Background: an optimization exercise with open tools, aiming at small area and a short achievable clock period. Do not read the settings as production practice. At most, simulation tests tie the RTL to the original design; equivalence was not proved.

// NOAA_Module
module NOAA_Module( CLK, RESET, MODE, TN, SAMPLE, DONE, AVG_SD );
clock: 250.0 ns
lec_check: 0
abc_area: 1
cap_margin: 20
core_margin: 2
core_utilization: 40
slew_margin: 20
standard.sh (not shown) runs the stock make flow with config.mk's settings and CLKGATE_MAP_FILE= SYNTH_SCRIPT=/design/flow/synth_recipe.tcl, a recipe that flattens the netlist after the stock synthesis.
==> flow/flow/run.sh <==
#!/bin/bash
# Standard synthesis and layout; the layout's timing repair aims at a setup
# slack of 192 ns at the design's clock period (250 ns), i.e. it sizes and
# buffers the slowest paths towards an achieved period of 58 ns.
set -euo pipefail
bash standard.sh synth > synth.log 2>&1
bash standard.sh SETUP_SLACK_MARGIN=192 finish > layout.log 2>&1
Rerun with:
==> flow/flow/run.sh (replaced) <==
#!/bin/bash
# Standard synthesis and layout; the layout's timing repair aims at a setup
# slack of 188 ns at the design's clock period (250 ns), i.e. it sizes and
# buffers the slowest paths towards an achieved period of 62 ns.
set -euo pipefail
bash standard.sh synth > synth.log 2>&1
bash standard.sh SETUP_SLACK_MARGIN=188 finish > layout.log 2>&1
--- a/flow/config.mk
+++ b/flow/config.mk
@@ -11,0 +12 @@
+export PLACE_DENSITY = 0.7
Outcome: Global-route usage goes down by 0.91 points. First-iteration DRC count rose by about 12%. Register-to-register slack is worse by 3.1 ns. Worst hold slack is about the same. Non-clock buffer count decreases by 136. Maximum frequency is lower by 1.7%. Synthesized cell count stays the same. Setup slack loses 1.0 ns. Cell area goes down by 7.1%.
Rerun with:
--- a/flow/config.mk
+++ b/flow/config.mk
@@ -12 +11,0 @@
-export PLACE_DENSITY = 0.7
=> The changed run completed without violations. Flip-flop and latch count is unchanged. Wire length grows by 1.3%. Worst hold slack is about the same. Fmax is about the same. Synthesized cell count stays the same. Synthesized area is unchanged. Cell count is about the same. Worst setup slack improves by 0.068 ns. Clock skew went up by 0.014 ns.
Rerun with:
==> flow/run.sh (new file) <==
#!/bin/bash
# synth_recipe.tcl (not shown) runs the flow's synth.tcl, then flattens the netlist and writes it again
# the make line also repeats each setting of config.mk as NAME=value (left out here)
make -C /OpenROAD-flow-scripts/flow DESIGN_CONFIG=/design/flow/config.mk WORK_HOME=/design/flow/orfs CLKGATE_MAP_FILE= SYNTH_SCRIPT=/design/flow/synth_recipe.tcl finish
removed: flow/flow/run.sh
removed: flow/standard.sh
Final area drops by about 6%. Core utilization drops by 2.7 points. Routed wire length drops by 3.0%. Non-clock buffer count drops by 166. Flip-flop and latch count does not change. Worst setup slack degrades by 13 ns. First-iteration DRC count drops by 1.9%. Critical path depth climbs by 313.

---

NOAA_Module, a different RTL version from the one above (not shown whole).
Size: ~260 flip-flops, about 29 I/O pins, ~0.036 sq mm of cells after synthesis.
==> flow/config.mk <==
export PLATFORM = sky130hd
export DESIGN_NAME = NOAA_Module
export DESIGN_NICKNAME = NOAA_Module
export VERILOG_FILES = /design/flow/design.v
export SDC_FILE = /design/flow/constraint.sdc
export NUM_CORES = 4
export LEC_CHECK = 0
export CAP_MARGIN = 20
export CORE_MARGIN = 2
export CORE_UTILIZATION = 40
export SLEW_MARGIN = 20
==> flow/constraint.sdc <==
create_clock -name core_clock -period 250.0 [get_ports {CLK}]
set_input_delay 50.0000 -clock core_clock [delete_from_list [all_inputs] [get_ports {CLK}]]
set_output_delay 50.0000 -clock core_clock [all_outputs]
set_load 0.01 [all_outputs]
==> flow/flow/run.sh <==
#!/bin/bash
# Standard synthesis and layout; the layout's timing repair aims at a setup
# slack of 175 ns at the design's clock period (250 ns), i.e. it sizes and
# buffers the slowest paths towards an achieved period of 75 ns.
set -euo pipefail
bash standard.sh synth > synth.log 2>&1
bash standard.sh SETUP_SLACK_MARGIN=175 finish > layout.log 2>&1
The baseline produced a clean layout.
Then changed:
==> flow/run.sh (new file) <==
#!/bin/bash
# synth_recipe.tcl (not shown) runs the flow's synth.tcl, then flattens the netlist and writes it again
# the make line also repeats each setting of config.mk as NAME=value (left out here)
make -C /OpenROAD-flow-scripts/flow DESIGN_CONFIG=/design/flow/config.mk WORK_HOME=/design/flow/orfs CLKGATE_MAP_FILE= SYNTH_SCRIPT=/design/flow/synth_recipe.tcl finish
removed: flow/flow/run.sh
removed: flow/standard.sh
After rerunning: Worst setup slack is worse by 4.9 ns. Final area fell slightly. Wire length is about the same. Core utilization fell by 0.41 points.
Then changed:
==> flow/flow/run.sh (new file) <==
#!/bin/bash
# Standard synthesis and layout; the layout's timing repair aims at a setup
# slack of 195 ns at the design's clock period (250 ns), i.e. it sizes and
# buffers the slowest paths towards an achieved period of 55 ns.
set -euo pipefail
bash standard.sh synth > synth.log 2>&1
bash standard.sh SETUP_SLACK_MARGIN=195 finish > layout.log 2>&1
==> flow/standard.sh (new file) <==
#!/bin/bash
# synth_recipe.tcl (not shown) runs the flow's synth.tcl, then flattens the netlist and writes it again
# the make line also repeats each setting of config.mk as NAME=value (left out here)
make -C /OpenROAD-flow-scripts/flow DESIGN_CONFIG=/design/flow/config.mk WORK_HOME=/design/flow/orfs CLKGATE_MAP_FILE= SYNTH_SCRIPT=/design/flow/synth_recipe.tcl "${@:-finish}"
removed: flow/run.sh
Effect:
- fmax went up by about a fifth
- via count went up by roughly a tenth
- worst hold slack gets better by 0.0062 ns
- final area went up by about a fifth
- non-clock buffer count increases by 398
- worst setup slack is better by 9.9 ns
Then changed:
==> flow/flow/run.sh (replaced) <==
#!/bin/bash
# Standard synthesis and layout; the layout's timing repair aims at a setup
# slack of 185 ns at the design's clock period (250 ns), i.e. it sizes and
# buffers the slowest paths towards an achieved period of 65 ns.
set -euo pipefail
bash standard.sh synth > synth.log 2>&1
bash standard.sh SETUP_SLACK_MARGIN=185 finish > layout.log 2>&1
Setup slack degrades by 0.10 ns.
Global-route usage went down by 1.5 points.
Clock-buffer cell count rises by 4.
First-iteration DRC count went down by 5.5%.
Register-to-register slack got worse by 7.5 ns.

---

NOAA_Module, a different RTL version from the one above (not shown whole).
Size in the first run: about 2900 cells after synthesis, ~280 flip-flops.
clock: 250.0 ns
lec_check: 0
cap_margin: 20
core_margin: 2
core_utilization: 40
slew_margin: 20
run.sh (not shown) runs the stock make flow with config.mk's settings and CLKGATE_MAP_FILE= SYNTH_SCRIPT=/design/flow/synth_recipe.tcl, a recipe that flattens the netlist after the stock synthesis.
Stock flow here: none of the scripts above is used.
==> next run, changes <==
- CAP_MARGIN: 20 -> 10
- CORE_UTILIZATION: 40 -> 65
- PLACE_DENSITY: unset -> 0.75
- SLEW_MARGIN: 20 -> 10
Clock skew drops by 0.0065 ns.
Final area came out lower by 1.4%.
Fmax falls by 0.70%.
Global-route usage rises by 12 points.
Count of clock-buffer cells in the layout rose by 3.
Die area is lower by 38%.

---

## red
NOAA_Module, a different RTL version from the one above (not shown whole).
Size: ~260 flip-flops, ~36,000 sq um of cells after synthesis.
clock: 250.0 ns
lec_check: 0
cap_margin: 20
core_margin: 2
core_utilization: 40
slew_margin: 20
standard.sh (not shown) runs the stock make flow with config.mk's settings and CLKGATE_MAP_FILE= SYNTH_SCRIPT=/design/flow/synth_recipe.tcl, a recipe that flattens the netlist after the stock synthesis.
==> flow/flow/run.sh <==
#!/bin/bash
# Standard synthesis and layout; the layout's timing repair aims at a setup
# slack of 187 ns at the design's clock period (250 ns), i.e. it sizes and
# buffers the slowest paths towards an achieved period of 63 ns.
set -euo pipefail
bash standard.sh synth > synth.log 2>&1
bash standard.sh SETUP_SLACK_MARGIN=187 finish > layout.log 2>&1
The following lists how blue was set up differently from red:
==> flow/flow/run.sh <==
#!/bin/bash
# Standard synthesis and layout; the layout's timing repair aims at a setup
# slack of 183 ns at the design's clock period (250 ns), i.e. it sizes and
# buffers the slowest paths towards an achieved period of 67 ns.
set -euo pipefail
bash standard.sh synth > synth.log 2>&1
bash standard.sh SETUP_SLACK_MARGIN=183 finish > layout.log 2>&1
[summary]
- Having completed the whole flow, blue delivered a layout that passed the timing, design-rule and antenna checks.
- Layout overhead on the synthesized area: higher on red
- [compare] base=red new=blue: synthesized cell count essentially unchanged; proportion of final cell area spent on non-clock buffers went down 0.90 points.
- When blue is set beside red, its number of clock-tree buffers in the layout turns out to be 9.4% smaller.
- Global-route usage ended up 0.49 points lower on blue than on red.
- Summary: with red as the reference, sum of net half-perimeters after detailed placement in blue moved down slightly.
- Summary: with red as the reference, wire length of the first global-routing pass in blue moved down slightly.
- Wire: blue routes less than red
- Setup WNS red -> blue: worse
- Looking at red and blue, the post-route worst hold slack is a wash.
Function was not checked in any run of this note: the RTL went through the layout flow alone.

==> port drivers added, routing unchanged <==
Ports are ideal in the flow. The routed layouts listed here were re-timed in OpenROAD. Step 1 assumes that a clkbuf_16 drives the clock port and a buf_2 every other input. Step 2, shift: input delay + t, output delay - t, t = (earliest + latest rising clock arrival at the registers) / 2. This alone moves slack from input paths to output paths. a / b / c = no drivers / after step 1 / after step 2; a / b = the first two.
run | t (ns) | setup WS [ns] | hold slack, ns | latest minus earliest clock arrival (ns) | worst data-port slew with drivers (ns)
the first run of note 1 | 0.597 | 189.607 / 189.628 / 189.031 | 0.322 / 0.322 / 0.322 | 0.017 / 0.017 | 0.05
the second run of note 1 | 0.585 | 188.589 / 188.613 / 188.028 | 0.322 / 0.322 / 0.322 | 0.014 / 0.014 | 0.04
the third run of note 1 | 0.599 | 188.657 / 188.687 / 188.088 | 0.322 / 0.322 / 0.322 | 0.028 / 0.027 | 0.04
the fourth run of note 1 | 0.590 | 175.275 / 175.275 / 175.275 | 0.321 / 0.321 / 0.321 | 0.013 / 0.012 | 0.04
the first run of note 2 | 0.622 | 177.749 / 177.783 / 177.161 | 0.310 / 0.310 / 0.310 | 0.028 / 0.028 | 0.03
the second run of note 2 | 0.623 | 172.859 / 172.859 / 172.859 | 0.308 / 0.308 / 0.308 | 0.029 / 0.029 | 0.03
the third run of note 2 | 0.620 | 182.738 / 182.733 / 182.113 | 0.314 / 0.314 / 0.314 | 0.019 / 0.018 | 0.06
the fourth run of note 2 | 0.621 | 182.638 / 182.673 / 182.052 | 0.300 / 0.300 / 0.300 | 0.034 / 0.034 | 0.06
the first run of note 3 | 0.630 | 156.005 / 156.005 / 156.005 | 0.318 / 0.318 / 0.318 | 0.025 / 0.026 | 0.03
the second run of note 3 | 0.637 | 155.341 / 155.341 / 155.341 | 0.324 / 0.324 / 0.324 | 0.015 / 0.015 | 0.04
red | 0.622 | 183.716 / 183.729 / 183.107 | 0.322 / 0.322 / 0.322 | 0.012 / 0.012 | 0.06
blue | 0.605 | 183.669 / 183.657 / 183.052 | 0.325 / 0.325 / 0.325 | 0.014 / 0.014 | 0.07
After both steps setup and hold are still met in every run listed. The setup slack of the third run of note 2, which loses most, moves by -0.005 ns with the drivers and by -0.625 ns with both steps.
